Source: an optimization exercise on an open RTL-to-GDS flow (aim: small area, a short achievable clock period and few clock cycles). Production flows keep margins and buffers that such runs may drop. Power and IR drop assume default switching activity.

==> job 261 <==
Design top_module, start of the top module:
module top_module(ans,sign,overflow,car,done,a,b,con,start,clk,rst);
==> module top_module, before the edit <==
module top_module(ans,sign,overflow,car,done,a,b,con,start,clk,rst);
    input [7:0] a;
    input [7:0] b;
    input [2:0] con;
    input start;
    input clk;
    input rst;
    output reg sign,car,overflow,done;
    output [15:0] ans;
    reg [15:0] R;       
    reg [7:0]  X;       
    reg [9:0]  Z;       
    reg [2:0]  cnt;     
    reg        c_neg;   
    reg        sa;      
    reg        mbusy, dbusy;
    assign ans = R;
    wire idle = ~mbusy & ~dbusy;
    wire is_add = (con == 3'b000);
    wire is_sub = (con == 3'b001);
    wire is_mul = (con == 3'b010);
    wire is_div = (con == 3'b011);
    wire is_and = (con == 3'b100);
    wire is_or  = (con == 3'b101);
    wire is_not = (con == 3'b110);
    wire is_xor = (con == 3'b111);
    wire arith  = is_add | is_sub;
    wire [7:0]  bx  = b ^ {8{is_sub}};
    wire [9:0]  ain = is_mul ? {{2{a[7]}}, a} : {2'b00, a};
    wire [9:0]  bin = is_mul ? {a[7], a, 1'b0} : {2'b00, bx};
    wire [9:0]  sum = ain + bin + {9'd0, is_sub};
    wire        ov  = (a[7] == bx[7]) && (sum[7] != a[7]);
    function [7:0] mthermo;
        input [7:0] x;
        integer k;
        begin
            for (k = 0; k < 8; k = k + 1)
                mthermo[k] = x[7] ? ~((&((x >> k) | (8'hff << (8 - k)))) & (|(x << (8 - k))))
                                  : |(x >> k);
        end
    endfunction
    wire [7:0] ta = mthermo(a);
    wire [7:0] tb = mthermo(b);
    wire [7:0] u  = ta & ~tb;
    wire       qzero = |(tb & ~ta);
    wire       bzero = (b == 8'd0);
    wire [7:1] ge;
    genvar g;
    generate
        for (g = 1; g < 8; g = g + 1) begin : run
            assign ge[g] = |(u & (u >> (g - 1)));
        end
    endgenerate
    wire [2:0] sh;
    assign sh[2] = ge[4];
    assign sh[1] = (ge[2] & ~ge[4]) | ge[6];
    assign sh[0] = (ge[1] & ~ge[2]) | (ge[3] & ~ge[4]) | (ge[5] & ~ge[6]) | ge[7];
    wire [8:0] d1  = sh[2] ? {b[4:0], 4'd0} : {b[7], b};
    wire [8:0] d2  = sh[1] ? {d1[6:0], 2'd0} : d1;
    wire [8:0] dal = sh[0] ? {d2[7:0], 1'b0} : d2;
    wire       dsign = a[7] ^ b[7];    
    wire [7:0] dz_lo = a[7] ? ((a == 8'h80) ? 8'h02 : 8'h01) : 8'hff;
    wire [9:0] a1  = {{2{a[7]}}, a};
    wire [9:0] a2  = {a[7], a, 1'b0};
    wire [9:0] m0  = b[1] ? (b[0] ? sum : a2) : (b[0] ? a1 : 10'd0);
    wire [7:0] cap_lo = ({8{arith}}  & sum[7:0])
                      | ({8{is_and}} & (a & b))
                      | ({8{is_or}}  & (a | b))
                      | ({8{is_not}} & ~b)
                      | ({8{is_xor}} & (a ^ b))
                      | ({8{is_mul}} & {m0[1:0], b[7:2]})
                      | ({8{is_div & bzero}} & dz_lo);
    wire [7:0] cap_hi = ({8{is_div}} & a) | ({8{is_mul}} & m0[9:2]);
    wire       cap_sign = is_div ? (bzero & ~a[7]) : cap_lo[7];
    function [9:0] booth;
        input [7:0] m;
        input [2:0] d;
        reg one, two;
        begin
            one = d[1] ^ d[0];
            two = (d[2] & ~d[1] & ~d[0]) | (~d[2] & d[1] & d[0]);
            booth = (({10{one}} & {{2{m[7]}}, m}) | ({10{two}} & {m[7], m, 1'b0}))
                  ^ {10{d[2]}};
        end
    endfunction
    wire [9:0] p    = {{2{R[15]}}, R[15:8]};
    wire [9:0] y    = p + Z + {9'd0, c_neg};
    wire       yz   = c_neg ? (&(p ^ Z)) : ((p ^ Z) == {p[8:0] | Z[8:0], 1'b0});
    wire       qb   = sa ? (y[9] | yz) : ~y[9];
    reg  [7:0] qm1;
    reg        nz;
    integer    i;
    always @* begin
        nz = 1'b0;
        for (i = 0; i < 8; i = i + 1) begin
            qm1[i] = R[i] ^ ~nz;
            nz = nz | R[i];
        end
    end
    wire [7:0] qn   = qb ? {(c_neg ? R[6:0] : qm1[6:0]), 1'b1} : {R[6:0], 1'b0};
    wire [7:0] rn   = qb ? y[7:0] : R[15:8];
    wire [7:0] xn   = idle ? a : X;
    wire [2:0] dn   = idle ? {b[3:2], 1'b0} : R[3:1];
    wire [9:0] zmul = booth(xn, dn);
    wire [15:0] mulv = {y, R[7:2]};
    wire [15:0] divv = {rn, qn};
    wire        last = (cnt == 3'd0);
    always @(posedge clk) begin
        R <= ({16{mbusy}} & mulv) | ({16{dbusy}} & divv) | ({16{idle}} & {cap_hi, cap_lo});
        sign <= (mbusy & y[9]) | (dbusy & qn[7]) | (idle & cap_sign);
        car <= idle & arith & sum[8];
        overflow <= idle & arith & ov;
        cnt <= idle ? (is_mul ? 3'd2 : sh[2:0]) : cnt - 3'd1;
        X <= xn;
        if (dbusy) begin
            Z <= {Z[9], Z[9:1]};
        end else if (mbusy | is_mul) begin
            Z <= zmul;
            c_neg <= dn[2];
        end else begin
            Z <= {dal[8], dal} ^ {10{~dsign}};
            c_neg <= ~dsign;
        end
        if (idle)
            sa <= a[7];
        done <= ~rst & ((idle & start & ~is_mul & ~(is_div & ~bzero & ~qzero))
                        | (~idle & last));
        if (rst) begin
            mbusy <= 1'b0;
            dbusy <= 1'b0;
        end else if (idle) begin
            mbusy <= start & is_mul;
            dbusy <= start & is_div & ~bzero & ~qzero;
        end else if (last) begin
            mbusy <= 1'b0;
            dbusy <= 1'b0;
        end
    end
endmodule
clock: 5.0 ns
lec_check: 0
abc_clock_period_in_ps: 3000
cap_margin: 20
core_margin: 2
core_utilization: 50
place_density: 0.65
setup_slack_margin: 0.8
slew_margin: 20
standard.sh (not shown) runs the stock make flow with config.mk's settings and CLKGATE_MAP_FILE= SYNTH_SCRIPT=/design/flow/synth_recipe.tcl, a recipe that flattens the netlist after the stock synthesis.
==> flow/flow/run.sh <==
#!/bin/bash
# Standard layout, with fast input/output buffers and sizing not tied to the cell footprint.
set -euo pipefail
bash standard.sh MATCH_CELL_FOOTPRINT=0 "BUFFER_PORTS_ARGS=-buffer_cell sky130_fd_sc_hd__buf_2" finish > standard_flow.log 2>&1
==> inputs of job 6339, as changes to job 261 <==
--- a/flow/design.v
+++ b/flow/design.v
@@ -7,6 +7,33 @@
     input clk;
     input rst;
-    output reg sign,car,overflow,done;
+    output sign;
+    output reg car,overflow,done;
     output [15:0] ans;
+    function [10:0] add10;
+        input [9:0] x;
+        input [9:0] y;
+        input       ci;
+        reg   [9:0] g, p, gg, pp, gn, pn;
+        integer k, l;
+        begin
+            g = x & y;
+            p = x ^ y;
+            g[0] = g[0] | (p[0] & ci);
+            gg = g;
+            pp = p;
+            for (l = 1; l < 16; l = l * 2) begin
+                gn = gg;
+                pn = pp;
+                for (k = 0; k < 10; k = k + 1)
+                    if ((k / l) % 2 == 1) begin
+                        gn[k] = gg[k] | (pp[k] & gg[(k / l) * l - 1]);
+                        pn[k] = pp[k] & pp[(k / l) * l - 1];
+                    end
+                gg = gn;
+                pp = pn;
+            end
+            add10 = {gg[9], p ^ {gg[8:0], ci}};
+        end
+    endfunction
     reg [15:0] R;       
     reg [7:0]  X;       
@@ -16,5 +43,7 @@
     reg        sa;      
     reg        mbusy, dbusy;
+    reg        mflag;   
     assign ans = R;
+    assign sign = mflag ? R[15] : R[7];
     wire idle = ~mbusy & ~dbusy;
     wire is_add = (con == 3'b000);
@@ -30,5 +59,6 @@
     wire [9:0]  ain = is_mul ? {{2{a[7]}}, a} : {2'b00, a};
     wire [9:0]  bin = is_mul ? {a[7], a, 1'b0} : {2'b00, bx};
-    wire [9:0]  sum = ain + bin + {9'd0, is_sub};
+    wire [10:0] sumc = add10(ain, bin, is_sub);
+    wire [9:0]  sum = sumc[9:0];
     wire        ov  = (a[7] == bx[7]) && (sum[7] != a[7]);
     function [7:0] mthermo;
@@ -43,22 +73,23 @@
     wire [7:0] ta = mthermo(a);
     wire [7:0] tb = mthermo(b);
-    wire [7:0] u  = ta & ~tb;
     wire       qzero = |(tb & ~ta);
     wire       bzero = (b == 8'd0);
-    wire [7:1] ge;
-    genvar g;
-    generate
-        for (g = 1; g < 8; g = g + 1) begin : run
-            assign ge[g] = |(u & (u >> (g - 1)));
+    function [2:0] t2b;
+        input [7:0] t;
+        begin
+            t2b[0] = (t[0] & ~t[1]) | (t[2] & ~t[3]) | (t[4] & ~t[5]) | (t[6] & ~t[7]);
+            t2b[1] = (t[1] & ~t[3]) | (t[5] & ~t[7]);
+            t2b[2] = t[3] & ~t[7];
         end
-    endgenerate
-    wire [2:0] sh;
-    assign sh[2] = ge[4];
-    assign sh[1] = (ge[2] & ~ge[4]) | ge[6];
-    assign sh[0] = (ge[1] & ~ge[2]) | (ge[3] & ~ge[4]) | (ge[5] & ~ge[6]) | ge[7];
-    wire [8:0] d1  = sh[2] ? {b[4:0], 4'd0} : {b[7], b};
-    wire [8:0] d2  = sh[1] ? {d1[6:0], 2'd0} : d1;
-    wire [8:0] dal = sh[0] ? {d2[7:0], 1'b0} : d2;
+    endfunction
+    wire [2:0] la = t2b(ta);
+    wire [2:0] lb = t2b(tb);
+    wire [2:0] sh = la - lb;
     wire       dsign = a[7] ^ b[7];    
+    wire       dfill = ~dsign;
+    wire [7:0] bq  = b ^ {8{dfill}};
+    wire [8:0] d1  = sh[0] ? {bq, dfill} : {bq[7], bq};
+    wire [8:0] d2  = sh[1] ? {d1[6:0], {2{dfill}}} : d1;
+    wire [8:0] dal = sh[2] ? {d2[4:0], {4{dfill}}} : d2;
     wire [7:0] dz_lo = a[7] ? ((a == 8'h80) ? 8'h02 : 8'h01) : 8'hff;
     wire [9:0] a1  = {{2{a[7]}}, a};
@@ -73,5 +104,4 @@
                       | ({8{is_div & bzero}} & dz_lo);
     wire [7:0] cap_hi = ({8{is_div}} & a) | ({8{is_mul}} & m0[9:2]);
-    wire       cap_sign = is_div ? (bzero & ~a[7]) : cap_lo[7];
     function [9:0] booth;
         input [7:0] m;
@@ -86,6 +116,7 @@
     endfunction
     wire [9:0] p    = {{2{R[15]}}, R[15:8]};
-    wire [9:0] y    = p + Z + {9'd0, c_neg};
-    wire       yz   = c_neg ? (&(p ^ Z)) : ((p ^ Z) == {p[8:0] | Z[8:0], 1'b0});
+    wire [10:0] yc  = add10(p, Z, c_neg);
+    wire [9:0] y    = yc[9:0];
+    wire       yz   = (y == 10'd0);
     wire       qb   = sa ? (y[9] | yz) : ~y[9];
     reg  [7:0] qm1;
@@ -109,5 +140,6 @@
     always @(posedge clk) begin
         R <= ({16{mbusy}} & mulv) | ({16{dbusy}} & divv) | ({16{idle}} & {cap_hi, cap_lo});
-        sign <= (mbusy & y[9]) | (dbusy & qn[7]) | (idle & cap_sign);
+        if (idle)
+            mflag <= is_mul;
         car <= idle & arith & sum[8];
         overflow <= idle & arith & ov;
@@ -120,5 +152,5 @@
             c_neg <= dn[2];
         end else begin
-            Z <= {dal[8], dal} ^ {10{~dsign}};
+            Z <= {dal[8], dal};
             c_neg <= ~dsign;
         end
==> flow/flow/run.sh (replaced) <==
#!/bin/bash
# Standard layout, with fast input/output buffers, sizing not tied to the cell
# footprint, and adders left to ABC (no full/half-adder cell extraction).
set -euo pipefail
bash standard.sh MATCH_CELL_FOOTPRINT=0 "BUFFER_PORTS_ARGS=-buffer_cell sky130_fd_sc_hd__buf_2" ADDER_MAP_FILE= finish > standard_flow.log 2>&1
--- a/flow/config.mk
+++ b/flow/config.mk
@@ -6,9 +6,9 @@
 export NUM_CORES = 4
 export LEC_CHECK = 0
-export ABC_CLOCK_PERIOD_IN_PS = 3000
+export ABC_AREA = 1
 export CAP_MARGIN = 20
 export CORE_MARGIN = 2
 export CORE_UTILIZATION = 50
-export PLACE_DENSITY = 0.65
-export SETUP_SLACK_MARGIN = 0.8
+export PLACE_DENSITY = 0.75
+export SETUP_SLACK_MARGIN = 2.2
 export SLEW_MARGIN = 20
==> impl_metrics.yaml <==
outcome:
  run_status: "finished clean"
sta:
  tightest_slew_ns: 0.772
final_layout:
  fraction_of_layout_instances_using_a_drive_strength_above_1_pct: 13.1
setup_path:
  crit_chain: "buf_2 > or3_1 > a22oi_1 > a31oi_1 > a22oi_1 > a221o_1 > a221oi_2 > and2_1 > mux2i_1 > mux2i_1 > a221oi_1"
global_routing:
  global_route_wire_length_before_repair_mm: 25.7
power:
  powerSeq_mw: 0.464
routing:
  routed_wl_mm: 15.6
[end of results for job 261]
==> impl_metrics.yaml <==
routing:
  routed_wl_mm: 16.4
cts:
  cts_setup_buffers: 1
  post_cts_resized: 14
power:
  power.density_nw_per_um2: 285
  clock_net_power_mw: 0.244
outcome:
  run_status: "finished clean"
final_layout:
  fraction_of_layout_instances_using_a_drive_strength_above_1_pct: 21.1
  largest_registers: "R (16), Z (10), X (8)"
sta:
  tightest_slew_ns: 0.844
global_routing:
  use_met3_pct: 4.43
hold_path:
  worst_hold_startpoint: "X[0]$_DFF_P_"
[end of results for job 6339]
No functional check of the RTL was part of any run of this note.

-- afterwards: timing with drivers on the ports --
The results above use ideal ports. As a check the final layouts listed here were re-extracted and re-timed, cells and wires unchanged. Step 1 sets driving cells, clkbuf_16 on the clock port and buf_2 on the other inputs (assumed; they add their load-dependent delay and slew). Step 2 moves the port delays by t, midway between the first and last clock arrival at a register: inputs arrive t later, outputs are due t later. That takes back most of the time a late clock gives input paths. a / b / c = ideal / step 1 / step 2; a / b = the first two.
run	shift t [ns]	slack for setup (ns)	worst setup path after step 2	slew at the worst register clock pin (ns)	pins driven straight from the clock port
job 261	0.329	1.045 / 1.052 / 0.723	input to register	0.09 / 0.09	1
job 6339	0.337	2.275 / 2.249 / 1.912	input to register	0.10 / 0.10	1
After both steps setup and hold are still met in every run listed. For job 6339, which loses most, drivers alone change the setup slack by -0.026 ns; drivers and shift together by -0.363 ns.
